Source: an optimization exercise on an open RTL-to-GDS flow (aim: small area, a short achievable clock period and few clock cycles). Production flows keep margins and buffers that such runs may drop.
RTL that was checked went through simulation tests only; none was proved equivalent to the original.
For runs 4 and 5, only the layout was checked, not whether the RTL still works.
No activity file was given, so power comes from the tool's default toggle rates.

## flow/config.mk

```make
export PLATFORM = sky130hd
export DESIGN_NAME = drawLine
export DESIGN_NICKNAME = drawLine
export VERILOG_FILES = /design/flow/design.v
export SDC_FILE = /design/flow/constraint.sdc
export NUM_CORES = 4
export LEC_CHECK = 0
export ABC_CLOCK_PERIOD_IN_PS = 2500
export CAP_MARGIN = 20
export CORE_MARGIN = 2
export CORE_UTILIZATION = 45
export PLACE_DENSITY = 0.6
export SETUP_SLACK_MARGIN = 3.0
export SLEW_MARGIN = 20
```

## flow/constraint.sdc

```tcl
create_clock -name core_clock -period 6.0 [get_ports {clk}]
set_input_delay 1.2000 -clock core_clock [delete_from_list [all_inputs] [get_ports {clk}]]
set_output_delay 1.2000 -clock core_clock [all_outputs]
set_load 0.01 [all_outputs]
```

## flow/design.v

```verilog
module drawLine
    (
        output logic [18:0] addr  ,
        output logic [31:0] data  ,
        output logic        wr    ,
        input  logic        busy  ,
        input  logic        clk   ,
        input  logic        reset ,
        input  logic        clk_en,
        input  logic        start ,
        output logic        done  ,
        input  logic [31:0] dataa ,
        input  logic [31:0] datab ,
        input  logic  [7:0] n     ,
        output logic [31:0] result
    );
    logic        sa, sb, sc, sd, se, sf, sg, sw, run;   
    logic        single;                            
    logic        first;                             
    logic        steep, sgx, sgy;
    logic [10:0] freg;
    logic  [9:0] cnt;
    wire [9:0] rp = result[9:0];
    wire [9:0] rq = result[29:20];
    wire idle = ~(sa | sb | sc | sd | se | sf | sg | sw | run);
    wire [9:0] x0 = dataa[9:0];
    wire [9:0] y0 = dataa[19:10];
    wire [9:0] x1 = dataa[29:20];
    wire [9:0] y1 = datab[9:0];
    wire       empty = (x0 == x1) && (y0 == y1) && (n != 8'd0);
    logic       cci;
    wire [11:0] ccw = {1'b0, cnt, 1'b1} + {1'b0, ~rq, cci};
    wire        ccout = ccw[11];
    wire  [9:0] cc = ccw[10:1];
    wire        g    = ~freg[10];               
    logic       sbc;                            
    wire        fsel = sbc | g;
    wire        fci  = sb | g;
    wire [10:0] fop  = fsel ? ~{1'b0, rp} : {1'b0, rq};
    wire [11:0] fsw  = {freg, 1'b1} + {fop, fci};
    wire [10:0] fs   = fsw[11:1];
    wire  [9:0] bigD = steep ? rq : cnt;
    logic       mxs, mys;                       
    wire        mx  = g ? ~first : mxs;
    wire        my  = g ? ~first : mys;
    wire        xn  = mx & sgx;
    wire        h0  = my ^ xn;
    wire        h1  = my ? sgy : xn;
    wire        h2  = my ? ~sgy : xn;
    wire [18:0] addend = {{9{h1}}, h2, h1, h0, {6{xn}}, mx}
                       | {2'b00, rp & {10{sb}}, 7'd0}
                       | {9'd0, rq[9:7] & {3{sc}}, 7'd0};
    wire [18:0] asum = addr + addend;
    wire issue = ~busy;
    wire start_e = idle & start;
    wire ev_run  = (sg | run) & issue;           
    wire last    = (cnt == 10'd1);
    wire ev_one  = ((sc & single) | sw) & issue;  
    wire fin     = (ev_run & last) | ev_one;      
    wire fin_ld  = ((sg | run) & last) | (sc & single) | sw;
    wire        en_cnt  = start_e | sc | (sf & steep) | ev_run;
    wire  [9:0] d_cnt   = (sg | run) ? cnt - 10'd1 :
                          sc ? cc ^ {10{sgx}} :
                          sf ? rq : x1;
    wire        en_freg = start_e | sb | sc | sf | sg | (run & issue & ~first);
    wire [10:0] d_freg  = sf ? ~{2'b00, bigD[9:1]} :
                          idle ? {1'b0, y1} : fs;
    wire        en_addr = start_e | sb | sc | (run & issue);
    wire [18:0] d_addr  = idle ? {y0, 2'b00, x0[6:0]} : asum;
    wire        en_rp   = sa | sb | sf | fin_ld;
    wire  [9:0] d_rp    = sa ? y0 : sb ? 10'd0 : sf ? cc ^ {10{steep}} : datab[9:0];
    wire        en_rq   = sa | sd | (sf & steep) | fin_ld;
    wire  [9:0] d_rq    = sa ? x0 : sd ? freg[9:0] ^ {10{sgy}} : sf ? cnt : datab[29:20];
    wire        en_col  = sa | fin_ld;
    assign data = {22'd0, result[19:10]};
    always_ff @(posedge clk) begin
        if (reset) begin
            sa     <= 1'b0;
            sb     <= 1'b0;
            sc     <= 1'b0;
            sd     <= 1'b0;
            se     <= 1'b0;
            sf     <= 1'b0;
            sg     <= 1'b0;
            sw     <= 1'b0;
            run    <= 1'b0;
            wr     <= 1'b0;
            done   <= 1'b0;
            result <= 32'd0;
        end else if (clk_en) begin
            sa   <= start_e & ~empty;
            sb   <= sa;
            sc   <= sb;
            sd   <= sc & ~single;
            se   <= sd;
            sf   <= se;
            sg   <= sf;
            sw   <= ((sc & single) | sw) & ~issue;
            run  <= (sg | run) & ~(issue & last);
            wr   <= ev_run | ev_one;
            done <= (start_e & empty) | fin;
            if (en_rp)  result[9:0]   <= d_rp;
            if (en_col) result[19:10] <= datab[19:10];
            if (en_rq)  result[29:20] <= d_rq;
            if (fin_ld) result[31:30] <= datab[31:30];
        end
    end
    always_ff @(posedge clk) begin
        if (clk_en) begin
            if (start_e) begin
                single <= (n == 8'd0);
            end
            cci <= sa | ((sb | se) & ccout);
            sbc <= sa | sb;
            if (start_e | ev_run)
                first <= start_e;
            if (start_e | (ev_run & first)) begin
                mxs <= ~start_e & ~steep;
                mys <= ~start_e & steep;
            end
            if (sb)
                sgx <= ~ccout;
            if (sc)
                sgy <= freg[10];
            if (se)
                steep <= ~ccout;
            if (en_cnt)
                cnt <= d_cnt;
            if (en_freg)
                freg <= d_freg;
            if (en_addr)
                addr <= d_addr;
        end
    end
endmodule
```

## flow/flow/run.sh

```bash
#!/bin/bash
# Standard layout, with the port buffers made of the smallest buffer cell
# (the resizer upsizes them where timing needs it).
set -euo pipefail
export BUFFER_PORTS_ARGS="-buffer_cell sky130_fd_sc_hd__buf_1"
bash standard.sh finish > make_finish.log 2>&1
```

## flow/standard.sh

```bash
#!/bin/bash
# synth_recipe.tcl (not shown) runs the flow's synth.tcl, then flattens the netlist and writes it again
# the make line also repeats each setting of config.mk as NAME=value (left out here)
make -C /OpenROAD-flow-scripts/flow DESIGN_CONFIG=/design/flow/config.mk WORK_HOME=/design/flow/orfs CLKGATE_MAP_FILE= SYNTH_SCRIPT=/design/flow/synth_recipe.tcl "${@:-finish}"
```

==> results of run 1 <==
-- worst paths after layout --
check	end	start	slack [ns]
hold / removal	result[30]$_SDFFE_PP0P_	result[30]$_SDFFE_PP0P_	0.46
setup reg to reg	addr[17]$_DFFE_PP_	freg[10]$_SDFFCE_PP1P_	3.00
hold reg to reg	result[30]$_SDFFE_PP0P_	result[30]$_SDFFE_PP0P_	0.46
setup / recovery	addr[17]$_DFFE_PP_	freg[10]$_SDFFCE_PP1P_	3.00
-- state kept, by name, summed over array words and instances (netlist names), 10 cells and up --
name and cells:
result 32, addr 19, freg 11, cnt 10
-- report_power, final --
| group | total, mW | internal (mW) | leakage (nW) | switching, mW |
|---|---|---|---|---|
| sequential | 0.742 | 0.705 | 0.810 | 0.0370 |
| combinational | 0.550 | 0.231 | 2.22 | 0.318 |
| clock | 0.573 | 0.311 | 0.147 | 0.262 |
| total | 1.87 | 1.25 | 3.18 | 0.618 |
-- cell families after synthesis --
group | count (synthesis) | share of synthesized area
AO/OA/AOI/OAI | 266 | 0.231
XOR/XNOR | 92 | 0.110
adder cells (fa/ha/maj) | 43 | 0.0762
buffers and inverters | 107 | 0.0723
flip-flops | 92 | 0.317
multiplexers | 25 | 0.0352
other | 1 | 0.000510
AND/OR/NAND/NOR | 254 | 0.158
-- Yosys cell counts (16+ instances only) --
cell type,n
mux2i_1,18
xor2_1,42
xnor2_1,50
clkbuf_1,32
a21o_1,18
ha_1,40
inv_1,26
nor3_1,16
a211oi_1,44
nor2_1,88
dfxtp_1,43
edfxtp_1,49
a21oi_1,95
o21ai_0,45
nor2b_1,18
nand2_1,79
buf_4,33
-- metal layers --
layer / part of all wire / wire, um
met1: 0.46 / 10300
met4: 0.020 / 453
met3: 0.059 / 1320
met2: 0.46 / 10400
met5: 0 / 0
-- tightest hold or removal path, stage by stage (launching register included) --
cell and delay (ns):
dfxtp_1 0.31, nand2_1 0.05, a21oi_1 0.05
-- repair_timing --
action,CTS,global route
cloned,1,0
setup buffers,14,7
pin swaps,8,7
gates resized for setup,27,22
setup endpoints to repair,69,51
-- per-stage QoR --
step	hold slack (ns)	util	instance area, um2
CTS	0.464	0.525	8370
finish	0.461	0.533	8490
global placement	0.444	0.493	7860
floorplan	0.421	-	7440
global route	0.479	0.533	8490
detailed placement	0.455	0.493	7860
-- cell type report --
type	instances	area, um2
fill	1607	7450
sequential	92	2330
inverter	27	104
timing repair buffer	167	772
clock buffer	11	254
tap	216	270
multi-input combinational	703	4720
clock inverter	5	38.8
-- cell usage in the layout (no fill, tap or decap), types with 6 or more instances in the layout --
master / Yosys / routed
nor2b_1: 18 / 18
mux2i_1: 18 / 18
nand2_1: 79 / 77
nor4_1: 6 / 6
xnor2_1: 50 / 50
dfxtp_1: 43 / 42
nor3_1: 16 / 16
clkbuf_16: 0 / 10
mux2_2: 7 / 7
buf_1: 10 / 136
and3_1: 6 / 6
edfxtp_1: 49 / 49
a21oi_1: 95 / 88
a211oi_1: 44 / 44
or3_1: 7 / 6
o21ai_0: 45 / 41
nor2_1: 88 / 86
ha_1: 40 / 36
and2_1: 7 / 6
conb_1: 1 / 22
inv_1: 26 / 24
nand3_1: 8 / 7
a21o_1: 18 / 18
o21a_1: 14 / 13
a21oi_2: 0 / 6
buf_4: 33 / 25
xor2_1: 42 / 42
==> results.json, run 1 <==
{
  "grt_pass1_vias": 6412,
  "via_count": 6759,
  "place.gp.congestion": 0.931,
  "synth.top_cell.area_share": 0.200,
  "r2r_cells": 13,
  "p_leak_nw": 3.18,
  "cp.required_ns": 6.09,
  "hold_path_class": "flop to flop",
  "yosys.area.top_type": "edfxtp_1",
  "worst-setup-path-type": "flop to flop",
  "clk_latency_ns": 0.35,
  "yosys-top-cells-area": "edfxtp_1 (20%), dfxtp_1 (12%), ha_1 (6.8%)",
  "ys_seq_area_frac": 0.317,
  "grt_pass1_wl_um": 35400,
  "start_kind": "flop",
  "synth_edf_count": 49,
  "setup_viol": 0,
  "layout.cells.non_filler": 1221,
  "synth_flop_cell": "edfxtp_1",
  "grt_use_total": 0.258,
  "setup_tns_ns": 0,
  "cp.arrival_ns": 3.09,
  "avgSynthCellArea_um2": 8.36,
  "max_slew.worst_pin.slew_ns": 1.04,
  "drt_iter0_markers": 438,
  "drive_gt1_frac": 0.0965,
  "dr.pass1.iters": 5,
  "relSlewSlack": 0.306,
  "max_freq_ghz": 0.333,
  "boundaryPins": 162,
  "vias_per_cell": 5.54,
  "die-area_um2": 17400,
  "grt_busiest_layer": "met2",
  "nets": 1120,
  "syn_area_um2": 7350,
  "min_path_cells": 2,
  "met1_usage": 0.361,
  "ys_warn_count": 1,
  "wl_um": 22500,
  "synthCells": 880,
  "clk_path_buf_depth": 2,
  "numPortBuffers": 137,
  "peakVddDrop_v": 0.000133,
  "final_antenna_net_count": 0,
  "gr-usage-met3": 0.0408,
  "tritoncts": "done",
  "grt_overflow": 0,
  "hold_violations": 0,
  "worst_slack_ns": 3.00,
  "wl_per_cell_um": 18.4,
  "cap_violations": 0,
  "power_mw": 1.87,
  "rsz0062_at_grt": "yes",
  "clk_pin_slew_ns": 0.07,
  "powerDensity_nw_per_um2": 220,
  "dieHeight_um": 132,
  "synth.distinct_cells": 62,
  "crit_buf_inv": 3,
  "endpoint_kind": "flop",
  "place.detailed.hpwl_um": 16700,
  "period_share": 0.500,
  "path_cells": "buf_4, buf_4, a21oi_4, inv_2, a221o_1, ha_4, a22oi_1, and3_1, o31a_1, o31ai_2, a311o_1, xnor2_1, o21ai_0",
  "syn_to_final_growth_pct": 15.5,
  "grt_max_degree": 73,
  "drv_slew": 0,
  "num_antenna_cells": 0,
  "cp_common_cell": "buf_4",
  "drc": 0,
  "crit_slowest_cell": "edfxtp_1",
  "fin_skew_ns": 0.00790,
  "die_x_um": 132,
  "dp_slack_ns": 1.91,
  "antenna_found_initial": 0,
  "slowest_delay_ns": 0.44,
  "coreArea_um2": 15900,
  "start_util": 0.461,
  "worstPathMaxFanout": 4,
  "rows": 46,
  "cts_hold_buf": 0,
  "cp_top_family": "compound AO/OA/AOI/OAI gates",
  "ys_seq_elements": 92,
  "status": "timing/DRC/antenna clean",
  "dpl.cell_count": 1183,
  "cts-buffers-inserted": 9,
  "period_needed_ns": 3.00,
  "htreeDepth": 3,
  "clock_sinks": 92,
  "worstSetupPathDepth": 13,
  "synthArstFlopShare": 0,
  "root_buffer": "clkbuf_16",
  "grtUsageMet2": 0.411
}
Testbench counts, summed over its fixed seeds: cycles 75,107.
==> inputs of run 2 (changes only) <==
--- a/flow/config.mk
+++ b/flow/config.mk
@@ -12,3 +12,3 @@
 export PLACE_DENSITY = 0.6
-export SETUP_SLACK_MARGIN = 3.0
+export SETUP_SLACK_MARGIN = 2.9
 export SLEW_MARGIN = 20
==> run 2 against run 1 <==
Compared with the run above: still clean; utilization fell by 0.33 points; first-iteration DRC count rose by 25%; sequential power barely moved; non-clock buffer count fell by 5; area after synthesis did not move; combinational power fell by 1%; critical path type unchanged; largest cell class unchanged; largest power group unchanged.
==> results.json, run 2 <==
{
  "status": "timing/DRC/antenna clean",
  "start_util": 0.461,
  "setup_tns_ns": 0,
  "place_area_um2": 7860,
  "worst_slack_ns": 2.93,
  "worstPathMaxFanout": 4,
  "coreArea_um2": 15900,
  "drt_iter0_markers": 546,
  "grt_pass1_wl_um": 34700,
  "ys_seq_area_frac": 0.317,
  "ys_warn_count": 1,
  "grt_max_degree": 74,
  "worstReg2RegEnd": "addr[14]$_DFFE_PP_",
  "synth-simple-area-share": 0.158,
  "cp.arrival_ns": 3.14,
  "largest_reg_flops": 32,
  "synthAdderAreaFrac": 0.0762,
  "whs_ns": 0.456,
  "cts-buffers-inserted": 9,
  "dp_slack_ns": 2.04,
  "rows": 46,
  "hold_violations": 0,
  "synth_top_family_by_area": "compound AO/OA/AOI/OAI gates",
  "peakVddDrop_v": 0.000160,
  "wl_um": 22500,
  "grt_overflow": 0,
  "clk_pin_slew_ns": 0.07,
  "dieHeight_um": 132,
  "wl_per_cell_um": 18.5,
  "dr.pass1.iters": 5,
  "power_mw": 1.86,
  "tritoncts": "done",
  "relSlewSlack": 0.335,
  "reg_top3": "result: 32 flops, addr: 19 flops, freg: 11 flops",
  "regMostFlops": "result",
  "drc": 0,
  "antenna_found_initial": 0,
  "syn_area_um2": 7350,
  "synth_most_common_cell": "a21oi_1",
  "via_count": 6662,
  "drv_slew": 0,
  "period_share": 0.512,
  "synthTopCellsByCount": "a21oi_1 (95), nor2_1 (88), nand2_1 (79)",
  "clock_sinks": 92,
  "layout.cells.non_filler": 1217,
  "yosys.area.top_type": "edfxtp_1",
  "synth_compound_area_frac": 0.231,
  "ff_latch_area_um2": 2330,
  "p_leak_nw": 3.15,
  "syn_to_final_growth_pct": 14.8,
  "cp.required_ns": 6.07,
  "ys_seq_elements": 92,
  "r2r_cells": 13,
  "cap_violations": 0,
  "clk_path_buf_depth": 2,
  "drive_gt1_frac": 0.0859,
  "die-area_um2": 17400,
  "rsz0062_at_grt": "yes",
  "die_x_um": 132,
  "synthCells": 880,
  "muxShareOfSynthArea": 0.0352,
  "hold_path_class": "flop to flop",
  "setup_viol": 0,
  "worst_hold_path.endpoint": "result[30]$_SDFFE_PP0P_",
  "synth_edf_count": 49,
  "htreeDepth": 3,
  "endpoint_kind": "flop",
  "max_slew.worst_pin.slew_ns": 0.998,
  "clk_latency_ns": 0.36,
  "fin_skew_ns": 0.0117,
  "root_buffer": "clkbuf_16",
  "synth.distinct_cells": 62,
  "synth_xor_area_frac": 0.110,
  "synth.top_cell.area_share": 0.200,
  "grt_use_total": 0.254,
  "worst-setup-path-type": "flop to flop",
  "start_kind": "flop",
  "r2r-start": "sgy$_DFFE_PP_",
  "yosys-top-cells-area": "edfxtp_1 (20%), dfxtp_1 (12%), ha_1 (6.8%)",
  "numPortBuffers": 137,
  "final_util": 0.529,
  "period_needed_ns": 3.07,
  "grt_pass1_vias": 6176,
  "boundaryPins": 162,
  "layout_commonest_cell": "buf_1",
  "powerDensity_nw_per_um2": 220,
  "final_cell_mix": "buf_1 (136), a21oi_1 (91), nor2_1 (85)",
  "synthArstFlopShare": 0,
  "n_fill_cell": 1586,
  "avgSynthCellArea_um2": 8.36,
  "post-route-cell-area_um2": 8440,
  "rrSetupSlack_ns": 2.93,
  "dpl.cell_count": 1183,
  "min_path_cells": 2,
  "place.gp.congestion": 0.955,
  "vias_per_cell": 5.47,
  "num_antenna_cells": 0,
  "max_freq_ghz": 0.325,
  "nets": 1116,
  "place.detailed.hpwl_um": 16500,
  "min_from": "result[30]$_SDFFE_PP0P_",
  "synth_flop_cell": "edfxtp_1",
  "final_antenna_net_count": 0,
  "multi_input_area_um2": 4710
}
[run 2: cell counts after synthesis]
No cell type changed its count.
[run 2: power by group]
group / internal (mW) / switching [mW]
logic: 0.229 / 0.316
registers: 0.705 / 0.0377
clock network: 0.307 / 0.262
total: 1.24 / 0.616
[run 2: logic make-up after synthesis]
family / Yosys count
xor+xnor: 92
compound gates: 266
mux: 25
fa+ha+maj: 43
flops: 92
simple gates: 254
buf+inv: 107
other cells: 1
[run 2: per-layer routing]
layer	vias to the layer above	track usage	share of wire
met4	0	0.0713	0.015
li1	3332	-	-
met3	20	0.0334	0.059
met1	3091	0.360	0.47
met5	-	0	0
met2	219	0.405	0.46
[run 2: critical path, cell delays in order (launching register included)]
cell and delay, ns:
edfxtp_1 0.46, nand2_1 0.14, o21ai_2 0.08, a21oi_4 0.17
inv_2 0.06, a221o_1 0.31, ha_4 0.19, or3_4 0.32
a211o_1 0.24, o21ai_2 0.19, o21a_1 0.25, buf_4 0.14
xor2_1 0.14, a21oi_1 0.08
[run 2: worst max-delay path by stage]
stage                                    end          start  slack [ns]  depth (start not counted)
after floorplan           addr[16]$_DFFE_PP_  sgx$_DFFE_PP_        2.96                         13
after global placement    addr[16]$_DFFE_PP_  sgx$_DFFE_PP_        2.05                         13
after detailed placement  addr[18]$_DFFE_PP_  sgx$_DFFE_PP_        2.04                         13
after CTS                 addr[16]$_DFFE_PP_  sgx$_DFFE_PP_        2.91                         13
after global routing      addr[14]$_DFFE_PP_  sgx$_DFFE_PP_        2.84                         13
final                     addr[14]$_DFFE_PP_  sgy$_DFFE_PP_        2.93                         13
[run 2: area by class of cell]
| cell class | count | share of cell area |
|---|---|---|
| clock buffers | 11 | 0.0301 |
| clock inverters | 5 | 0.00415 |
| well taps | 216 | 0.0320 |
| repair buffers | 162 | 0.0872 |
| multi-input cells | 704 | 0.558 |
| flip-flops and latches | 92 | 0.277 |
| inverters | 27 | 0.0120 |
[run 2: repair_timing]
item | 4_1_cts | 5_1_grt
endpoints found under the hold margin | 0 | 0
endpoints found under the setup margin | 55 | 57
gates resized for setup | 9 | 33
pin swaps | 2 | 15
hold buffers | 0 | 0
cloned | 1 | 1
setup buffers | 9 | 7
==> inputs of run 3 (changes only) <==
--- a/flow/config.mk
+++ b/flow/config.mk
@@ -10,5 +10,5 @@
 export CORE_MARGIN = 2
-export CORE_UTILIZATION = 45
+export CORE_UTILIZATION = 40
 export PLACE_DENSITY = 0.6
-export SETUP_SLACK_MARGIN = 2.9
+export SETUP_SLACK_MARGIN = 3.05
 export SLEW_MARGIN = 20
==> run 3 against run 2 <==
Compared with the run above: critical path depth rose by 1; worst hold slack improved by 0.0035 ns; first-iteration DRC count fell by 14%; area after synthesis did not move; register-to-register slack improved by 0.14 ns; synthesized cell count did not move; sequential power barely moved; clock skew fell by 0.0043 ns; global-route usage fell by 2.1 points; non-clock buffer count rose by 7; sequential share of layout area fell by 0.44 points; critical path type unchanged; largest cell class unchanged; largest power group unchanged.
==> results.json, run 3 <==
{
  "final_util": 0.476,
  "antenna_found_initial": 0,
  "combPwrFrac": 0.298,
  "cts-buffers-inserted": 9,
  "final_cell_mix": "buf_1 (136), a21oi_1 (87), nor2_1 (85)",
  "numPortBuffers": 137,
  "max_freq_ghz": 0.341,
  "grt_pass1_wl_um": 35800,
  "pwr-share-seq": 0.394,
  "clock_sinks": 92,
  "hold_path_class": "flop to flop",
  "setup_viol": 0,
  "relSlewSlack": 0.302,
  "place.detailed.hpwl_um": 16800,
  "fin_skew_ns": 0.00739,
  "synth_most_common_cell": "a21oi_1",
  "drt_iter0_markers": 469,
  "boundaryPins": 162,
  "drive_gt1_frac": 0.105,
  "status": "timing/DRC/antenna clean",
  "r2r_cells": 14,
  "powerDensity_nw_per_um2": 220,
  "synthTopCellsByCount": "a21oi_1 (95), nor2_1 (88), nand2_1 (79)",
  "worst_hold_path.endpoint": "result[30]$_SDFFE_PP0P_",
  "dieHeight_um": 140,
  "synth.distinct_cells": 62,
  "nets": 1123,
  "vias_per_cell": 5.47,
  "rows": 49,
  "p_leak_nw": 3.19,
  "r2r-start": "freg[10]$_SDFFCE_PP1P_",
  "syn_to_final_growth_pct": 16.6,
  "avgSynthCellArea_um2": 8.36,
  "tritoncts": "done",
  "cap_violations": 0,
  "syn_area_um2": 7350,
  "drv_slew": 0,
  "die_x_um": 140,
  "p_int_mw": 1.27,
  "clkPwrFrac": 0.308,
  "switching_share": 0.329,
  "htreeDepth": 3,
  "cp.required_ns": 6.08,
  "die-area_um2": 19500,
  "grt_use_total": 0.233,
  "worstPathMaxFanout": 4,
  "ys_seq_elements": 92,
  "period_share": 0.489,
  "layout_commonest_cell": "buf_1",
  "final_antenna_net_count": 0,
  "grt_overflow": 0,
  "cts_hold_buf": 0,
  "rrSetupSlack_ns": 3.07,
  "clk_pin_slew_ns": 0.07,
  "num_antenna_cells": 0,
  "max_slew.worst_pin.slew_ns": 1.05,
  "wl_per_cell_um": 18.6,
  "worstReg2RegEnd": "addr[16]$_DFFE_PP_",
  "yosys-top-cells-area": "edfxtp_1 (20%), dfxtp_1 (12%), ha_1 (6.8%)",
  "coreArea_um2": 18000,
  "clk_path_buf_depth": 2,
  "dr.pass1.iters": 5,
  "yosys.area.top_type": "edfxtp_1",
  "place.gp.congestion": 0.911,
  "ys_warn_count": 1,
  "ys_seq_area_frac": 0.317,
  "synth_edf_count": 49,
  "grt_max_degree": 73,
  "largest_reg_flops": 32,
  "period_needed_ns": 2.93,
  "root_buffer": "clkbuf_16",
  "clk_latency_ns": 0.36,
  "synthCells": 880,
  "synth_flop_cell": "edfxtp_1",
  "setup_tns_ns": 0,
  "drc": 0,
  "start_util": 0.408,
  "switchingPower_mw": 0.619,
  "peakVddDrop_v": 0.000144,
  "start_kind": "flop",
  "reg_top3": "result: 32 flops, addr: 19 flops, freg: 11 flops",
  "synthArstFlopShare": 0,
  "dp_slack_ns": 2.09,
  "grt_pass1_vias": 6348,
  "wl_um": 22900,
  "regMostFlops": "result",
  "worst-setup-path-type": "flop to flop",
  "worst_slack_ns": 3.07,
  "min_path_cells": 2,
  "hold_violations": 0,
  "endpoint_kind": "flop",
  "via_count": 6761,
  "synth.top_cell.area_share": 0.200,
  "min_from": "result[30]$_SDFFE_PP0P_",
  "cp.arrival_ns": 3.01,
  "rsz0062_at_grt": "yes"
}
## run 3: cell types whose count changed in the layout (fill, tap and decap cells not counted), moves of 2 or more
cell      previous run  this run
buf_6                2         4
clkinv_4             2         0
o21ai_1              2         4
buf_4               21        27
a21oi_1             91        87
ha_4                 1         3
clkinv_2             2         4
ha_1                38        35
a21oi_2              3         7
## run 3: area by class of cell
type | instances | area, um2
clock buffers | 9 | 225
clock inverters | 7 | 66.3
fillers | 1820 | 9450
inverters | 27 | 104
multi-input cells | 704 | 4780
flip-flops and latches | 92 | 2330
well taps | 229 | 287
repair buffers | 169 | 783
## run 3: worst max-delay path: stages, from the launching register on
cell and delay (ns):
edfxtp_1 0.42, buf_6 0.15, nor2_2 0.13, a21o_1 0.16
nand2_2 0.11, buf_4 0.16, buf_4 0.13, fa_2 0.38
nor2b_2 0.13, o31a_1 0.21, o21ai_2 0.10, o21a_2 0.24
o21ai_2 0.13, xnor2_1 0.13, a21oi_1 0.08
## run 3: cells by family (layout without fill, tap and decap cells)
logic type / count (synthesis) / in the layout / share of synthesized area
XOR/XNOR: 92 / 92 / 0.110
adder cells (fa/ha/maj): 43 / 43 / 0.0762
multiplexers: 25 / 25 / 0.0352
other: 1 / 22 / 0.000510
buffers and inverters: 107 / 212 / 0.0723
AO/OA/AOI/OAI: 266 / 266 / 0.231
flip-flops: 92 / 92 / 0.317
AND/OR/NAND/NOR: 254 / 256 / 0.158
## run 3: how the worst max path moves through the flow
stage | from | end | slack, ns | cells after the start
3_3_place_gp | sb$_SDFFE_PP0P_ | freg[1]$_DFFE_PP_ | 2.13 | 10
6_report | freg[10]$_SDFFCE_PP1P_ | addr[16]$_DFFE_PP_ | 3.07 | 14
5_1_grt | freg[10]$_SDFFCE_PP1P_ | addr[17]$_DFFE_PP_ | 2.93 | 13
4_1_cts | sgx$_DFFE_PP_ | addr[16]$_DFFE_PP_ | 2.98 | 13
3_5_place_dp | sb$_SDFFE_PP0P_ | freg[1]$_DFFE_PP_ | 2.09 | 10
2_1_floorplan | freg[10]$_SDFFCE_PP1P_ | freg[10]$_SDFFCE_PP1P_ | 3.05 | 12
## run 3: routing by layer
metal	vias to the layer above	GRT usage	share of wire
met1	3185	0.330	0.46
met5	-	0	0
met3	18	0.0327	0.056
met2	203	0.378	0.47
met4	0	0.0526	0.015
li1	3355	-	-
## run 3: what timing repair did
| action | 4_1_cts | 5_1_grt |
|---|---|---|
| resized for setup | 33 | 22 |
| setup endpoints to repair | 72 | 55 |
| setup buffers | 16 | 7 |
| cloned | 1 | 1 |
| pin swaps | 14 | 26 |
## run 3: per-stage QoR
| step | instances | cell area, um2 | hold slack [ns] | power [mW] |
|---|---|---|---|---|
| floorplan | 901 | 7450 | 0.421 | 1.13 |
| global placement | 1196 | 7890 | 0.445 | 1.25 |
| detailed placement | 1196 | 7890 | 0.451 | 1.26 |
| CTS | 1229 | 8440 | 0.460 | 1.86 |
| global route | 1237 | 8580 | 0.478 | 1.98 |
| finish | 1237 | 8580 | 0.459 | 1.88 |
## run 3: power by group through the flow
| stage | clock [mW] | combinational [mW] | sequential [mW] |
|---|---|---|---|
| floorplan | 0 | 0.379 | 0.750 |
| global route | 0.616 | 0.623 | 0.746 |
| global placement | 0 | 0.497 | 0.758 |
| finish | 0.581 | 0.561 | 0.743 |
| CTS | 0.587 | 0.533 | 0.742 |
| detailed placement | 0 | 0.500 | 0.757 |
==> inputs of run 4 (changes only) <==
--- a/flow/design.v
+++ b/flow/design.v
@@ -42,5 +42,4 @@
     wire  [9:0] bigD = steep ? rq : cnt;
-    logic       mxs, mys;                       
-    wire        mx  = g ? ~first : mxs;
-    wire        my  = g ? ~first : mys;
+    wire        mx  = ~first & (~steep | g);
+    wire        my  = ~first & (steep | g);
     wire        xn  = mx & sgx;
@@ -116,6 +115,2 @@
                 first <= start_e;
-            if (start_e | (ev_run & first)) begin
-                mxs <= ~start_e & ~steep;
-                mys <= ~start_e & steep;
-            end
             if (sb)
--- a/flow/config.mk
+++ b/flow/config.mk
@@ -12,3 +12,3 @@
 export PLACE_DENSITY = 0.6
-export SETUP_SLACK_MARGIN = 3.05
+export SETUP_SLACK_MARGIN = 2.9
 export SLEW_MARGIN = 20
==> run 4 against run 3 <==
Compared with the run above: still clean on timing, DRC and antenna; routed wire length up 10%; critical path depth shrank 2; worst setup slack worse by 0.14 ns; utilization is 0.071 points lower; synthesized cell count up 1.3%; total power is 2.4% lower.
==> results.json, run 4 <==
{
  "whs_ns": 0.474,
  "ff_latch_area_um2": 2270,
  "synth_flop_cell": "edfxtp_1",
  "boundaryPins": 162,
  "max_freq_ghz": 0.326,
  "nets": 1138,
  "clk_pin_slew_ns": 0.08,
  "worstPathMaxFanout": 7,
  "max_slew.worst_pin.slew_ns": 0.981,
  "dr.pass1.iters": 5,
  "syn_area_um2": 7430,
  "crit_slowest_cell": "edfxtp_1",
  "tritoncts": "done",
  "coreArea_um2": 18100,
  "worst-setup-path-type": "flop to flop",
  "rsz0062_at_grt": "yes",
  "path_cells": "buf_12, nor2b_4, mux2i_2, nor2_4, a221o_1, ha_4, nand4_1, buf_4, o311ai_4, a31oi_1, xor2_1, a21oi_1",
  "vias_per_cell": 5.72,
  "setup_viol": 0,
  "n_fill_cell": 1792,
  "regMostFlops": "result",
  "cp_top_family": "compound AO/OA/AOI/OAI gates",
  "place.gp.congestion": 0.938,
  "layout_commonest_cell": "buf_1",
  "multi_input_area_um2": 4780,
  "dpl.cell_count": 1209,
  "synth.top_cell.area_share": 0.190,
  "synthTopCellsByCount": "a21oi_1 (94), nor2_1 (93), nand2_1 (56)",
  "final_antenna_net_count": 0,
  "ys_seq_area_frac": 0.306,
  "endpoint_kind": "flop",
  "die_x_um": 140,
  "antenna_found_initial": 0,
  "switchingPower_mw": 0.649,
  "synth.distinct_cells": 69,
  "cts-buffers-inserted": 9,
  "switching_share": 0.353,
  "yosys.area.top_type": "edfxtp_1",
  "period_needed_ns": 3.07,
  "clk_latency_ns": 0.36,
  "cp.required_ns": 6.10,
  "start_kind": "flop",
  "grt_pass1_wl_um": 37900,
  "place_area_um2": 7950,
  "period_share": 0.511,
  "clkPwrFrac": 0.320,
  "dieHeight_um": 140,
  "wl_per_cell_um": 20.2,
  "drc": 0,
  "final_util": 0.475,
  "rows": 49,
  "relSlewSlack": 0.345,
  "ys_warn_count": 1,
  "cap_violations": 0,
  "final_cell_mix": "buf_1 (136), nor2_1 (93), a21oi_1 (89)",
  "post-route-cell-area_um2": 8590,
  "syn_to_final_growth_pct": 15.7,
  "die-area_um2": 19700,
  "status": "timing/DRC/antenna clean",
  "hold_violations": 0,
  "grt_pass1_vias": 6556,
  "synthCells": 891,
  "drt_iter0_markers": 623,
  "synth_most_common_cell": "a21oi_1",
  "yosys-top-cells-area": "edfxtp_1 (19%), dfxtp_1 (12%), ha_1 (6.7%)",
  "largest_reg_flops": 32,
  "synth_edf_count": 47,
  "hold_path_class": "flop to flop",
  "slowest_delay_ns": 0.44,
  "clk_path_buf_depth": 2,
  "grt_max_degree": 65,
  "ys_seq_elements": 90,
  "start_util": 0.411,
  "pwr-share-seq": 0.398,
  "layout.cells.non_filler": 1252,
  "setup_tns_ns": 0,
  "synthArstFlopShare": 0,
  "place.detailed.hpwl_um": 18000,
  "p_int_mw": 1.19,
  "htreeDepth": 3,
  "crit_buf_inv": 2,
  "cts_hold_buf": 0,
  "drv_slew": 0,
  "powerDensity_nw_per_um2": 214,
  "drive_gt1_frac": 0.0958,
  "cp.arrival_ns": 3.17,
  "grt_use_total": 0.251,
  "via_count": 7166,
  "clock_sinks": 90,
  "reg_top3": "result: 32 flops, addr: 19 flops, freg: 11 flops",
  "grt_overflow": 0,
  "fin_skew_ns": 0.0106,
  "p_leak_nw": 3.26,
  "num_antenna_cells": 0,
  "peakVddDrop_v": 0.000148,
  "combPwrFrac": 0.282,
  "avgSynthCellArea_um2": 8.33,
  "numPortBuffers": 137,
  "wl_um": 25300,
  "root_buffer": "clkbuf_16"
}
[run 4: changes by cell type after synthesis, moves of 6 or more]
cell	before	now
inv_1	26	33
nand2_1	79	56
xnor2_1	50	36
nand3_1	8	27
nand2b_1	4	10
mux2i_1	18	26
[run 4: power by group through the flow]
| stage | clock network [mW] | registers [mW] | logic [mW] |
|---|---|---|---|
| after floorplan | 0 | 0.734 | 0.357 |
| after global routing | 0.619 | 0.734 | 0.575 |
| after global placement | 0 | 0.746 | 0.479 |
| after detailed placement | 0 | 0.745 | 0.483 |
| after CTS | 0.599 | 0.730 | 0.499 |
| final | 0.588 | 0.732 | 0.519 |
[run 4: routing by layer]
| metal | routed length (um) | track usage | vias to the layer above |
|---|---|---|---|
| met3 | 2130 | 0.0489 | 47 |
| li1 | - | - | 3420 |
| met1 | 11000 | 0.350 | 3372 |
| met2 | 11400 | 0.389 | 327 |
| met5 | 0 | 0 | - |
| met4 | 776 | 0.0851 | 0 |
[run 4: what timing repair did]
item | CTS | global route
setup buffers | 14 | 12
pin swaps | 3 | 8
resized for setup | 16 | 18
setup endpoints to repair | 24 | 18
cloned | 1 | 0
[run 4: cell families after synthesis]
family	after synthesis	synth area share
adders and majority gates	43	0.0755
and+or+nand+nor	271	0.180
xor gates and xnor gates	77	0.0908
DFF	90	0.306
AOI/OAI and AO/OA	265	0.229
buffers and inverters	113	0.0755
other	1	0.000505
muxes	31	0.0426
[run 4: per-stage QoR]
| step | setup slack, ns | total power [mW] |
|---|---|---|
| final | 2.93 | 1.84 |
| after global routing | 2.78 | 1.93 |
| after CTS | 2.90 | 1.83 |
| after detailed placement | 2.52 | 1.23 |
| after global placement | 2.56 | 1.23 |
| after floorplan | 2.91 | 1.09 |
[run 4: cell type report]
type / instances / area share
Clock inverter: 7 / 0.00743
Clock buffer: 9 / 0.0262
Inverter: 34 / 0.0149
Multi-Input combinational cell: 709 / 0.557
Sequential cell: 90 / 0.265
Timing Repair Buffer: 174 / 0.0967
Tap cell: 229 / 0.0333
[run 4: worst paths after layout]
check | start | to | slack (ns) | cells past startpoint
max | steep$_DFFE_PP_ | addr[16]$_DFFE_PP_ | 2.93 | 12
min | result[16]$_SDFFE_PP0P_ | result[16]$_SDFFE_PP0P_ | 0.47 | 2
max reg2reg | steep$_DFFE_PP_ | addr[16]$_DFFE_PP_ | 2.93 | 12
min reg2reg | result[16]$_SDFFE_PP0P_ | result[16]$_SDFFE_PP0P_ | 0.47 | 2
[run 4: worst reg2reg max path, delay by kind of cell, from the launching register on]
family	cells	cell delay [ns]
adder cells (fa/ha/maj)	1	0.29
multiplexers	1	0.29
flip-flops	1	0.44
AND/OR/NAND/NOR	3	0.36
XOR/XNOR	1	0.18
AO/OA/AOI/OAI	4	0.89
buffers and inverters	2	0.36
==> inputs of run 5 (changes only) <==
--- a/flow/config.mk
+++ b/flow/config.mk
@@ -12,3 +12,3 @@
 export PLACE_DENSITY = 0.6
-export SETUP_SLACK_MARGIN = 2.9
+export SETUP_SLACK_MARGIN = 3.1
 export SLEW_MARGIN = 20
==> run 5 against run 4 <==
Compared with the run above: area after synthesis unchanged; total power increased by 1.8%; worst setup slack gained 0.096 ns; clock skew shrank 0.0016 ns; non-clock buffer count increased by 10; maximum frequency up 3.2%; count of clock-buffer cells in the layout did not move; global-route usage fell by 0.26 points; critical path type unchanged; critical endpoint unchanged; largest power group unchanged.
==> results.json, run 5 <==
{
  "ys_warn_count": 1,
  "root_buffer": "clkbuf_16",
  "clk_latency_ns": 0.36,
  "drc": 0,
  "via_count": 7271,
  "start_kind": "flop",
  "dieHeight_um": 140,
  "max_freq_ghz": 0.336,
  "yosys-top-cells-area": "edfxtp_1 (19%), dfxtp_1 (12%), ha_1 (6.7%)",
  "setup_viol": 0,
  "relSlewSlack": 0.364,
  "grt_pass1_wl_um": 37400,
  "synth.distinct_cells": 69,
  "dr.pass1.iters": 5,
  "syn_area_um2": 7430,
  "gr-usage-met3": 0.0441,
  "layout.cells.non_filler": 1264,
  "pwr-share-seq": 0.392,
  "wl_um": 25400,
  "num_antenna_cells": 0,
  "synth_edf_count": 47,
  "grt_busiest_layer": "met2",
  "powerDensity_nw_per_um2": 212,
  "cap_violations": 0,
  "clkPwrFrac": 0.313,
  "worst-setup-path-type": "flop to flop",
  "period_share": 0.495,
  "drive_gt1_frac": 0.125,
  "cts_hold_buf": 0,
  "synthTopCellsByCount": "a21oi_1 (94), nor2_1 (93), nand2_1 (56)",
  "fin_skew_ns": 0.00901,
  "synthArstFlopShare": 0,
  "final_cell_mix": "buf_1 (136), nor2_1 (92), a21oi_1 (88)",
  "clk_pin_slew_ns": 0.08,
  "cp.required_ns": 6.11,
  "met1_usage": 0.347,
  "p_leak_nw": 3.34,
  "tritoncts": "done",
  "endpoint_kind": "flop",
  "yosys.area.top_type": "edfxtp_1",
  "wl_per_cell_um": 20.1,
  "grt_pass1_vias": 6388,
  "avgSynthCellArea_um2": 8.33,
  "place.gp.congestion": 1.00,
  "largest_reg_flops": 32,
  "synth_most_common_cell": "a21oi_1",
  "final_antenna_net_count": 0,
  "vias_per_cell": 5.75,
  "cp.arrival_ns": 3.08,
  "grtUsageMet2": 0.386,
  "clk_path_buf_depth": 2,
  "grt_overflow": 0,
  "status": "timing/DRC/antenna clean",
  "layout_commonest_cell": "buf_1",
  "reg_top3": "result: 32 flops, addr: 19 flops, freg: 11 flops",
  "ys_seq_area_frac": 0.306,
  "coreArea_um2": 18100,
  "ys_seq_elements": 90,
  "rsz0062_at_grt": "yes",
  "hold_violations": 0,
  "grt_use_total": 0.248,
  "synth_flop_cell": "edfxtp_1",
  "max_slew.worst_pin.slew_ns": 0.952,
  "clock_sinks": 90,
  "combPwrFrac": 0.294,
  "dpl.cell_count": 1209,
  "switching_share": 0.353,
  "p_int_mw": 1.21,
  "syn_to_final_growth_pct": 19.1,
  "htreeDepth": 3,
  "rows": 49,
  "boundaryPins": 162,
  "synth.top_cell.area_share": 0.190,
  "setup_tns_ns": 0,
  "grt_max_degree": 65,
  "die_x_um": 140,
  "cts-buffers-inserted": 9,
  "period_needed_ns": 2.97,
  "regMostFlops": "result",
  "drv_slew": 0,
  "numPortBuffers": 137,
  "nets": 1150,
  "place.detailed.hpwl_um": 18000,
  "drt_iter0_markers": 721,
  "die-area_um2": 19700,
  "worstPathMaxFanout": 5,
  "peakVddDrop_v": 0.000123,
  "post-route-cell-area_um2": 8850,
  "start_util": 0.411,
  "antenna_found_initial": 0,
  "hold_path_class": "flop to flop",
  "place_area_um2": 7980,
  "synthCells": 891,
  "switchingPower_mw": 0.660
}
[run 5: cell counts after synthesis]
Identical to the previous run, type by type.
[run 5: final timing paths]
kind,startpoint,end,slack (ns),depth (start not counted)
worst min-delay path,result[17]$_SDFFE_PP0P_,result[17]$_SDFFE_PP0P_,0.47,2
worst min register to register,result[17]$_SDFFE_PP0P_,result[17]$_SDFFE_PP0P_,0.47,2
worst max register to register,steep$_DFFE_PP_,addr[16]$_DFFE_PP_,3.03,12
worst max-delay path,steep$_DFFE_PP_,addr[16]$_DFFE_PP_,3.03,12
[run 5: cells by family after synthesis]
logic type	share of synthesized area
AOI/OAI and AO/OA	0.229
xor gates and xnor gates	0.0908
adders and majority gates	0.0755
buffers and inverters	0.0755
DFF	0.306
muxes	0.0426
other	0.000505
and+or+nand+nor	0.180
[run 5: final cells by class]
| type | instances | area [um2] |
|---|---|---|
| Tap cell | 229 | 287 |
| Clock buffer | 9 | 225 |
| Multi-Input combinational cell | 711 | 4940 |
| Sequential cell | 90 | 2270 |
| Timing Repair Buffer | 184 | 917 |
| Inverter | 34 | 131 |
| Clock inverter | 7 | 71.3 |
| Fill cell | 1783 | 9240 |
[run 5: per-layer routing]
layer  up-vias  routed length [um]  share of wire
met1      3426               11100           0.44
met4         0                 771          0.030
met2       349               11400           0.45
met3        50                2080          0.082
li1       3446                   -              -
met5         -                   0              0
[run 5: what timing repair did]
item / CTS / global route
endpoints found under the setup margin: 27 / 25
pin swaps: 17 / 26
gates resized for setup: 31 / 30
buffers inserted: 24 / 12
gates cloned: 2 / 1
[run 5: worst max-delay path: stages, from the launching register on]
cell and delay, ns:
edfxtp_1 0.44, buf_12 0.17, nor2b_4 0.14, mux2i_4 0.26
nor2_4 0.07, a221o_1 0.30, ha_4 0.30, nand4_1 0.12
buf_4 0.19, o311ai_4 0.36, a31oi_2 0.14, xor2_1 0.14
a21oi_1 0.08
[run 5: per-stage QoR]
step	total power [mW]	util	worst slack (ns)	hold WS, ns
2_1_floorplan	1.09	-	3.09	0.493
3_3_place_gp	1.23	0.441	2.60	0.457
3_5_place_dp	1.23	0.441	2.56	0.465
4_1_cts	1.85	0.477	3.02	0.477
5_1_grt	1.95	0.489	2.90	0.498
6_report	1.87	0.489	3.03	0.473
[run 5: power groups by stage]
stage | registers (mW) | logic (mW) | clock network, mW
detailed placement | 0.747 | 0.485 | 0
global route | 0.736 | 0.602 | 0.615
global placement | 0.747 | 0.481 | 0
floorplan | 0.734 | 0.360 | 0
finish | 0.734 | 0.551 | 0.587
CTS | 0.732 | 0.515 | 0.598
==> inputs of run 6 (changes only) <==
--- a/flow/design.v
+++ b/flow/design.v
@@ -58,3 +58,2 @@
     wire fin     = (ev_run & last) | ev_one;      
-    wire fin_ld  = ((sg | run) & last) | (sc & single) | sw;
     wire        en_cnt  = start_e | sc | (sf & steep) | ev_run;
@@ -68,7 +67,7 @@
     wire [18:0] d_addr  = idle ? {y0, 2'b00, x0[6:0]} : asum;
-    wire        en_rp   = sa | sb | sf | fin_ld;
+    wire        en_rp   = sa | sb | sf | fin;
     wire  [9:0] d_rp    = sa ? y0 : sb ? 10'd0 : sf ? cc ^ {10{steep}} : datab[9:0];
-    wire        en_rq   = sa | sd | (sf & steep) | fin_ld;
+    wire        en_rq   = sa | sd | (sf & steep) | fin;
     wire  [9:0] d_rq    = sa ? x0 : sd ? freg[9:0] ^ {10{sgy}} : sf ? cnt : datab[29:20];
-    wire        en_col  = sa | fin_ld;
+    wire        en_col  = sa | fin;
     assign data = {22'd0, result[19:10]};
@@ -103,3 +102,3 @@
             if (en_rq)  result[29:20] <= d_rq;
-            if (fin_ld) result[31:30] <= datab[31:30];
+            if (fin)    result[31:30] <= datab[31:30];
         end
==> run 6 against run 5 <==
Compared with the run above: maximum frequency is 3.8% lower; still clean on timing, DRC and antenna; combinational power is 3% higher; final area is 0.99% higher; critical path depth is 2 higher; via count is 0.89% lower; worst setup slack worse by 0.12 ns; synthesized cell count is 1.3% lower; worst hold slack better by 0.026 ns; total power is 1.6% higher.
==> results.json, run 6 <==
{
  "syn_to_final_growth_pct": 20.1,
  "rows": 49,
  "num_antenna_cells": 0,
  "cp_common_cell": "a21o_1",
  "synth.top_cell.area_share": 0.190,
  "synth-simple-area-share": 0.170,
  "clock_sinks": 90,
  "synth_compound_area_frac": 0.230,
  "switchingPower_mw": 0.642,
  "clk_pin_slew_ns": 0.07,
  "slowest_delay_ns": 0.43,
  "cap_violations": 0,
  "r2r_cells": 14,
  "max_freq_ghz": 0.324,
  "start_kind": "flop",
  "setup_tns_ns": 0,
  "synth_xor_area_frac": 0.0949,
  "setup_viol": 0,
  "drt_iter0_markers": 584,
  "rsz0062_at_grt": "yes",
  "synth_flop_cell": "edfxtp_1",
  "ys_warn_count": 1,
  "pwr-share-seq": 0.382,
  "layout_commonest_cell": "buf_1",
  "p_leak_nw": 3.40,
  "combPwrFrac": 0.297,
  "ys_seq_area_frac": 0.306,
  "numPortBuffers": 137,
  "crit_start": "steep$_DFFE_PP_",
  "final_cell_mix": "buf_1 (135), nor2_1 (109), a21oi_1 (73)",
  "die-area_um2": 19700,
  "antenna_found_initial": 0,
  "grt_pass1_wl_um": 37000,
  "coreArea_um2": 18100,
  "grt_use_total": 0.244,
  "max_slew.worst_pin.slew_ns": 0.955,
  "min_from": "result[31]$_SDFFE_PP0P_",
  "via_count": 7206,
  "muxShareOfSynthArea": 0.0479,
  "cts_hold_buf": 0,
  "hold_violations": 0,
  "synth.distinct_cells": 66,
  "synthAdderAreaFrac": 0.0754,
  "synth_top_family_by_area": "compound AO/OA/AOI/OAI gates",
  "cp.required_ns": 6.09,
  "endpoint_kind": "flop",
  "dr.pass1.iters": 5,
  "drv_slew": 0,
  "cts-buffers-inserted": 9,
  "path_cells": "buf_12, nor2b_4, mux2i_2, nor2_4, buf_6, a21o_1, ha_4, nand3_4, nor2_2, a2111oi_4, nand2_1, a21o_1, a211oi_2, o31ai_2",
  "synthCells": 879,
  "final_antenna_net_count": 0,
  "dpl.cell_count": 1199,
  "ys_seq_elements": 90,
  "wl_per_cell_um": 19.9,
  "synthArstFlopShare": 0,
  "clkPwrFrac": 0.321,
  "synthTopCellsByCount": "nor2_1 (115), a21oi_1 (79), a211oi_1 (60)",
  "powerDensity_nw_per_um2": 213,
  "min_path_cells": 2,
  "period_needed_ns": 3.09,
  "worst_hold_path.endpoint": "result[31]$_SDFFE_PP0P_",
  "hold_path_class": "flop to flop",
  "avgSynthCellArea_um2": 8.46,
  "power_mw": 1.90,
  "boundaryPins": 162,
  "reg_top3": "result: 32 flops, addr: 19 flops, freg: 11 flops",
  "relSlewSlack": 0.362,
  "htreeDepth": 3,
  "die_x_um": 140,
  "yosys.area.top_type": "edfxtp_1",
  "status": "timing/DRC/antenna clean",
  "rrSetupSlack_ns": 2.91,
  "p_int_mw": 1.26,
  "clk_latency_ns": 0.36,
  "clk_path_buf_depth": 2,
  "vias_per_cell": 5.75,
  "worstPathMaxFanout": 5,
  "tritoncts": "done",
  "grt_overflow": 0,
  "cp.arrival_ns": 3.18,
  "period_share": 0.515,
  "grt_pass1_vias": 6472,
  "peakVddDrop_v": 0.000156,
  "regMostFlops": "result",
  "fin_skew_ns": 0.00885,
  "drive_gt1_frac": 0.132,
  "start_util": 0.411,
  "dieHeight_um": 140,
  "place.detailed.hpwl_um": 17500,
  "layout.cells.non_filler": 1254,
  "synth_edf_count": 47,
  "syn_area_um2": 7440,
  "largest_reg_flops": 32,
  "yosys-top-cells-area": "edfxtp_1 (19%), dfxtp_1 (12%), ha_1 (6.7%)",
  "synth_most_common_cell": "nor2_1",
  "r2r-start": "steep$_DFFE_PP_",
  "wl_um": 25000,
  "switching_share": 0.337,
  "grt_max_degree": 45,
  "crit_slowest_cell": "edfxtp_1",
  "root_buffer": "clkbuf_16",
  "worstReg2RegEnd": "addr[14]$_DFFE_PP_",
  "drc": 0,
  "nets": 1140,
  "place.gp.congestion": 0.883,
  "worst-setup-path-type": "flop to flop"
}
==> run 6: layout make-up <==
cell class | instances | area, um2
multi-input combinational | 707 | 5020
inverter | 26 | 101
tap | 229 | 287
fill | 1785 | 9150
clock inverter | 5 | 37.5
timing repair buffer | 186 | 941
sequential | 90 | 2270
clock buffer | 11 | 275
==> run 6: kinds of logic after synthesis <==
family,Yosys count
AO/OA/AOI/OAI,260
XOR/XNOR,79
other,1
flip-flops,90
multiplexers,35
adder cells (fa/ha/maj),43
AND/OR/NAND/NOR,266
buffers and inverters,105
==> run 6: routing by layer <==
metal	GRT usage	vias up	wire length, um
met2	0.396	308	11600
met1	0.324	3406	10700
li1	-	3442	-
met5	0	-	0
met4	0.0877	0	767
met3	0.0465	50	1900
==> run 6: what timing repair did <==
action,CTS,global route
pin swaps,22,30
endpoints found under the setup margin,57,42
resized for setup,28,44
gates cloned,1,2
buffers inserted,23,13
==> run 6: critical path, delay by kind of cell, from the launching register on <==
kind	cells	cell delay (ns)
compound gates	5	1.05
simple gates	5	0.51
flops	1	0.43
buf+inv	2	0.29
mux	1	0.28
fa+ha+maj	1	0.27
==> run 6: worst max path at each step <==
stage,end,slack (ns)
global placement,result[20]$_SDFFE_PP0P_,2.31
finish,addr[14]$_DFFE_PP_,2.91
global route,addr[14]$_DFFE_PP_,2.76
detailed placement,result[24]$_SDFFE_PP0P_,2.30
floorplan,addr[14]$_DFFE_PP_,3.09
CTS,addr[14]$_DFFE_PP_,2.87
==> run 6: per-stage QoR <==
stage	util	hold slack [ns]	setup slack [ns]	area (um2)
CTS	0.477	0.505	2.87	8630
finish	0.494	0.499	2.91	8930
floorplan	-	0.500	3.09	7560
detailed placement	0.441	0.485	2.30	7980
global route	0.494	0.549	2.76	8930
global placement	0.441	0.478	2.31	7980
==> run 6: power groups by stage <==
stage | sequential (mW) | combinational, mW | clock, mW
after floorplan | 0.732 | 0.362 | 0
after global placement | 0.740 | 0.488 | 0
after detailed placement | 0.740 | 0.490 | 0
after CTS | 0.726 | 0.518 | 0.623
after global routing | 0.731 | 0.614 | 0.644
final | 0.728 | 0.565 | 0.610
Testbench counts of run 6, summed over its fixed seeds: cycles 75,107.
==> inputs of run 7 (changes only) <==
--- a/flow/config.mk
+++ b/flow/config.mk
@@ -12,3 +12,3 @@
 export PLACE_DENSITY = 0.6
-export SETUP_SLACK_MARGIN = 3.1
+export SETUP_SLACK_MARGIN = 2.7
 export SLEW_MARGIN = 20
==> run 7 against run 6 <==
Compared with the run above: largest power group unchanged; die area stayed put; still clean; critical path type unchanged; critical path depth did not move; count of clock-buffer cells in the layout decreased by 2; highest routed layer unchanged.
==> results.json, run 7 <==
{
  "vias_per_cell": 5.72,
  "syn_to_final_growth_pct": 14.2,
  "place.gp.congestion": 0.914,
  "p_int_mw": 1.18,
  "numPortBuffers": 137,
  "wl_um": 24200,
  "grt_use_total": 0.240,
  "wl_per_cell_um": 19.7,
  "combPwrFrac": 0.281,
  "htreeDepth": 3,
  "r2r_cells": 14,
  "worst-setup-path-type": "flop to flop",
  "ys_seq_area_frac": 0.306,
  "setup_tns_ns": 0,
  "boundaryPins": 162,
  "switching_share": 0.346,
  "period_share": 0.531,
  "powerDensity_nw_per_um2": 213,
  "die_x_um": 140,
  "drc": 0,
  "root_buffer": "clkbuf_16",
  "place.detailed.hpwl_um": 17800,
  "clk_path_buf_depth": 2,
  "clk_latency_ns": 0.36,
  "largest_reg_flops": 32,
  "min_path_cells": 2,
  "syn_area_um2": 7440,
  "synth_most_common_cell": "nor2_1",
  "dpl.cell_count": 1196,
  "synth.top_cell.area_share": 0.190,
  "synthCells": 879,
  "final_cell_mix": "buf_1 (135), nor2_1 (112), a21oi_1 (77)",
  "cts-buffers-inserted": 9,
  "grt_overflow": 0,
  "peakVddDrop_v": 0.000200,
  "max_freq_ghz": 0.314,
  "drv_slew": 0,
  "layout_commonest_cell": "buf_1",
  "clkPwrFrac": 0.316,
  "regMostFlops": "result",
  "rsz0062_at_grt": "no",
  "switchingPower_mw": 0.626,
  "yosys.area.top_type": "edfxtp_1",
  "cp.arrival_ns": 3.29,
  "cts_hold_buf": 0,
  "via_count": 7035,
  "clk_pin_slew_ns": 0.07,
  "status": "timing/DRC/antenna clean",
  "num_antenna_cells": 0,
  "avgSynthCellArea_um2": 8.46,
  "start_kind": "flop",
  "clock_sinks": 90,
  "setup_viol": 0,
  "cap_violations": 0,
  "hold_violations": 0,
  "synth_flop_cell": "edfxtp_1",
  "dieHeight_um": 140,
  "final_antenna_net_count": 0,
  "grt_max_degree": 61,
  "synth_edf_count": 47,
  "rows": 49,
  "synthArstFlopShare": 0,
  "p_leak_nw": 3.23,
  "drive_gt1_frac": 0.0810,
  "grt_pass1_vias": 6373,
  "final_util": 0.470,
  "worstPathMaxFanout": 6,
  "relSlewSlack": 0.412,
  "endpoint_kind": "flop",
  "drt_iter0_markers": 657,
  "yosys-top-cells-area": "edfxtp_1 (19%), dfxtp_1 (12%), ha_1 (6.7%)",
  "ys_seq_elements": 90,
  "layout.cells.non_filler": 1229,
  "start_util": 0.411,
  "dr.pass1.iters": 5,
  "coreArea_um2": 18100,
  "tritoncts": "done",
  "period_needed_ns": 3.19,
  "ys_warn_count": 1,
  "reg_top3": "result: 32 flops, addr: 19 flops, freg: 11 flops",
  "synth.distinct_cells": 66,
  "fin_skew_ns": 0.00600,
  "die-area_um2": 19700,
  "antenna_found_initial": 0,
  "max_slew.worst_pin.slew_ns": 0.881,
  "pwr-share-seq": 0.403,
  "cp.required_ns": 6.10,
  "synthTopCellsByCount": "nor2_1 (115), a21oi_1 (79), a211oi_1 (60)",
  "nets": 1115,
  "hold_path_class": "flop to flop",
  "grt_pass1_wl_um": 36600
}
run 7: cell counts after synthesis:
No cell type changed its count.
run 7: per-layer routing:
metal | GRT usage | vias to the layer above | wire, um
li1 | - | 3368 | -
met1 | 0.329 | 3295 | 10600
met2 | 0.383 | 328 | 11100
met3 | 0.0444 | 44 | 1890
met4 | 0.0792 | 0 | 635
met5 | 0 | - | 0
run 7: per-stage QoR:
step	hold slack (ns)	setup slack, ns	total power, mW	instance area [um2]
after floorplan	0.500	2.83	1.09	7520
after global placement	0.475	2.13	1.22	7920
after detailed placement	0.482	2.11	1.23	7920
after CTS	0.498	2.72	1.80	8300
after global routing	0.523	2.67	1.90	8500
final	0.491	2.81	1.81	8500
run 7: logic make-up (layout without fill, tap and decap cells):
family	count (synthesis)	in the layout	share of synthesized area
compound gates	260	260	0.230
xor+xnor	79	79	0.0949
fa+ha+maj	43	43	0.0754
buf+inv	105	205	0.0757
flops	90	90	0.306
mux	35	35	0.0479
other cells	1	22	0.000504
simple gates	266	266	0.170
run 7: layout make-up:
class,instances,area (um2)
multi-input combinational,705,4780
tap,229,287
clock inverter,7,56.3
sequential,90,2270
fill,1749,9590
clock buffer,9,225
timing repair buffer,163,779
inverter,26,97.6
run 7: worst max-delay path: stages, from the launching register on:
cell      delay [ns]
edfxtp_1        0.44
buf_12          0.17
nor2b_4         0.15
mux2i_2         0.28
nor2_4          0.09
a221o_1         0.33
ha_4            0.26
nand2_1         0.08
a211oi_1        0.06
a221oi_2        0.41
buf_4           0.20
nor2_1          0.04
nor2_1          0.12
xor2_1          0.20
a21oi_1         0.09
run 7: what timing repair did:
action | in CTS | in global routing
buffers inserted | 2 | 14
cloned | 0 | 1
gates resized for setup | 20 | 6
setup endpoints to repair | 50 | 38
pin swaps | 1 | 10
run 7: final timing paths:
| kind | from | endpoint | slack [ns] |
|---|---|---|---|
| setup / recovery | steep$_DFFE_PP_ | addr[11]$_DFFE_PP_ | 2.81 |
| hold / removal | done$_SDFFE_PP0P_ | done$_SDFFE_PP0P_ | 0.49 |
| setup reg to reg | steep$_DFFE_PP_ | addr[11]$_DFFE_PP_ | 2.81 |
| hold reg to reg | done$_SDFFE_PP0P_ | done$_SDFFE_PP0P_ | 0.49 |
run 7: power by group through the flow:
| stage | combinational [mW] | clock [mW] | sequential (mW) |
|---|---|---|---|
| final | 0.509 | 0.571 | 0.729 |
| after global routing | 0.561 | 0.606 | 0.732 |
| after CTS | 0.494 | 0.583 | 0.728 |
| after detailed placement | 0.484 | 0 | 0.742 |
| after global placement | 0.481 | 0 | 0.742 |
| after floorplan | 0.359 | 0 | 0.732 |
==> inputs of run 8 (changes only) <==
--- a/flow/config.mk
+++ b/flow/config.mk
@@ -12,3 +12,3 @@
 export PLACE_DENSITY = 0.6
-export SETUP_SLACK_MARGIN = 2.7
+export SETUP_SLACK_MARGIN = 2.9
 export SLEW_MARGIN = 20
==> run 8 against run 7 <==
Compared with the run above: combinational power increased by 3%; highest routed layer unchanged; global-route usage grew 0.19 points; area after synthesis unchanged; utilization up 0.58 points; largest power group unchanged; register-to-register slack improved by 0.11 ns; critical endpoint is now addr[15]$_DFFE_PP_; via count rose by 0.91%.
==> results.json, run 8 <==
{
  "cp.arrival_ns": 3.17,
  "place_area_um2": 7930,
  "synth.top_cell.area_share": 0.190,
  "clock_sinks": 90,
  "n_fill_cell": 1796,
  "post-route-cell-area_um2": 8600,
  "setup_tns_ns": 0,
  "layout.cells.non_filler": 1236,
  "tritoncts": "done",
  "syn_to_final_growth_pct": 15.7,
  "layout_commonest_cell": "buf_1",
  "power_mw": 1.81,
  "synth_flop_cell": "edfxtp_1",
  "dpl.cell_count": 1195,
  "worstPathMaxFanout": 4,
  "final_antenna_net_count": 0,
  "p_leak_nw": 3.28,
  "ys_seq_elements": 90,
  "crit_buf_inv": 2,
  "rsz0062_at_grt": "yes",
  "drc": 0,
  "start_kind": "flop",
  "synth_edf_count": 47,
  "wl_per_cell_um": 19.9,
  "boundaryPins": 162,
  "drive_gt1_frac": 0.0963,
  "period_needed_ns": 3.08,
  "wl_um": 24700,
  "grt_use_total": 0.242,
  "root_buffer": "clkbuf_16",
  "path_cells": "buf_12, nor2b_4, mux2i_2, nor2_4, a221o_1, ha_4, nand2_4, a211oi_2, a221oi_2, buf_4, o21ai_1, a31oi_2, xor2_1, o21ai_0",
  "regMostFlops": "result",
  "drv_slew": 0,
  "start_util": 0.411,
  "htreeDepth": 3,
  "numPortBuffers": 137,
  "crit_slowest_cell": "edfxtp_1",
  "hold_path_class": "flop to flop",
  "grt_overflow": 0,
  "endpoint_kind": "flop",
  "ys_seq_area_frac": 0.306,
  "relSlewSlack": 0.324,
  "final_cell_mix": "buf_1 (135), nor2_1 (112), a21oi_1 (78)",
  "place.gp.congestion": 0.949,
  "setup_viol": 0,
  "max_slew.worst_pin.slew_ns": 1.01,
  "coreArea_um2": 18100,
  "synthCells": 879,
  "nets": 1122,
  "whs_ns": 0.510,
  "dr.pass1.iters": 5,
  "worst-setup-path-type": "flop to flop",
  "clk_path_buf_depth": 2,
  "num_antenna_cells": 0,
  "reg_top3": "result: 32 flops, addr: 19 flops, freg: 11 flops",
  "yosys-top-cells-area": "edfxtp_1 (19%), dfxtp_1 (12%), ha_1 (6.7%)",
  "synthArstFlopShare": 0,
  "drt_iter0_markers": 667,
  "avgSynthCellArea_um2": 8.46,
  "grt_pass1_wl_um": 36800,
  "largest_reg_flops": 32,
  "max_freq_ghz": 0.325,
  "slowest_delay_ns": 0.43,
  "syn_area_um2": 7440,
  "ys_warn_count": 1,
  "final_util": 0.476,
  "clk_latency_ns": 0.36,
  "via_count": 7099,
  "die-area_um2": 19700,
  "hold_violations": 0,
  "die_x_um": 140,
  "status": "timing/DRC/antenna clean",
  "synthTopCellsByCount": "nor2_1 (115), a21oi_1 (79), a211oi_1 (60)",
  "yosys.area.top_type": "edfxtp_1",
  "period_share": 0.513,
  "cp.required_ns": 6.09,
  "powerDensity_nw_per_um2": 211,
  "worst_slack_ns": 2.92,
  "synth.distinct_cells": 66,
  "clk_pin_slew_ns": 0.07,
  "cp_top_family": "compound AO/OA/AOI/OAI gates",
  "fin_skew_ns": 0.00773,
  "cts-buffers-inserted": 9,
  "place.detailed.hpwl_um": 17900,
  "dieHeight_um": 140,
  "antenna_found_initial": 0,
  "cap_violations": 0,
  "synth_most_common_cell": "nor2_1",
  "dp_slack_ns": 2.25,
  "peakVddDrop_v": 0.000147,
  "grt_pass1_vias": 6372,
  "vias_per_cell": 5.74,
  "rows": 49,
  "grt_max_degree": 61
}
[run 8: path summary, 6_finish.rpt]
| path | from | to | slack [ns] | cells past startpoint |
|---|---|---|---|---|
| max reg2reg | steep$_DFFE_PP_ | addr[15]$_DFFE_PP_ | 2.92 | 14 |
| min | done$_SDFFE_PP0P_ | done$_SDFFE_PP0P_ | 0.51 | 2 |
| max | steep$_DFFE_PP_ | addr[15]$_DFFE_PP_ | 2.92 | 14 |
| min reg2reg | done$_SDFFE_PP0P_ | done$_SDFFE_PP0P_ | 0.51 | 2 |
[run 8: per-layer routing]
layer / track usage / part of all wire
met2: 0.394 / 0.46
met4: 0.0718 / 0.031
met5: 0 / 0
met1: 0.330 / 0.43
met3: 0.0417 / 0.077
[run 8: cell families after synthesis]
| group | count (synthesis) | share of synthesized area |
|---|---|---|
| multiplexers | 35 | 0.0479 |
| XOR/XNOR | 79 | 0.0949 |
| other | 1 | 0.000504 |
| buffers and inverters | 105 | 0.0757 |
| AO/OA/AOI/OAI | 260 | 0.230 |
| flip-flops | 90 | 0.306 |
| adder cells (fa/ha/maj) | 43 | 0.0754 |
| AND/OR/NAND/NOR | 266 | 0.170 |
[run 8: power breakdown]
part / leakage, nW / switching (mW) / internal [mW] / total (mW)
Clock: 0.139 / 0.254 / 0.302 / 0.556
Sequential: 0.791 / 0.0417 / 0.688 / 0.730
Combinational: 2.34 / 0.312 / 0.214 / 0.525
[run 8: cell type report]
type	count	area, um2	share of cell area
Multi-Input combinational cell	705	4860	0.565
Sequential cell	90	2270	0.264
Timing Repair Buffer	170	806	0.0937
Tap cell	229	287	0.0333
Clock buffer	13	260	0.0303
Inverter	26	97.6	0.0113
Clock inverter	3	15.0	0.00175
[run 8: timing repair]
action / CTS / global route
pin swaps: 4 / 20
endpoints found under the setup margin: 38 / 49
resized for setup: 18 / 25
cloned: 1 / 0
buffers inserted: 9 / 15
hold buffers: 0 / 0
[run 8: worst reg2reg max path, stage by stage, from the launching register on]
cell	delay (ns)
edfxtp_1	0.43
buf_12	0.16
nor2b_4	0.14
mux2i_2	0.28
nor2_4	0.08
a221o_1	0.31
ha_4	0.32
nand2_4	0.05
a211oi_2	0.23
a221oi_2	0.10
buf_4	0.16
o21ai_1	0.17
a31oi_2	0.12
xor2_1	0.17
o21ai_0	0.09

port drivers added, routing unchanged:
In the flow no input, the clock included, has a driving cell. The finished layouts below were timed again as built, in two steps. Step 1: set_driving_cell puts a clkbuf_16 on clk and a buf_2 on each other input, an assumption about the parent block. Step 2, shift: input delay + t, output delay - t, t = (earliest + latest rising clock arrival at the registers) / 2. This alone moves slack from input paths to output paths. Slacks: ideal ports / drivers / drivers and shift; pairs: ideal ports / drivers.
run	shift t [ns]	setup WS [ns]	hold WS [ns]	slew at the worst register clock pin (ns)	worst slew at a driven data input, ns
run 1	0.391	3.001 / 3.001 / 3.001	0.461 / 0.461 / 0.461	0.07 / 0.07	0.04
run 2	0.392	2.928 / 2.928 / 2.928	0.456 / 0.456 / 0.456	0.07 / 0.07	0.05
run 3	0.394	3.069 / 3.069 / 3.032	0.459 / 0.459 / 0.459	0.07 / 0.07	0.05
run 4	0.398	2.932 / 2.932 / 2.798	0.474 / 0.474 / 0.474	0.08 / 0.08	0.05
run 5	0.404	3.027 / 3.027 / 2.875	0.473 / 0.473 / 0.473	0.08 / 0.08	0.05
run 6	0.395	2.910 / 2.910 / 2.895	0.499 / 0.499 / 0.499	0.07 / 0.07	0.05
run 7	0.400	2.814 / 2.814 / 2.689	0.491 / 0.491 / 0.491	0.07 / 0.07	0.06
run 8	0.401	2.921 / 2.921 / 2.768	0.510 / 0.510 / 0.510	0.07 / 0.07	0.05
After both steps setup and hold are still met in every run listed. For run 8, which loses most, drivers alone change the setup slack by 0.000 ns; drivers and shift together by -0.153 ns.
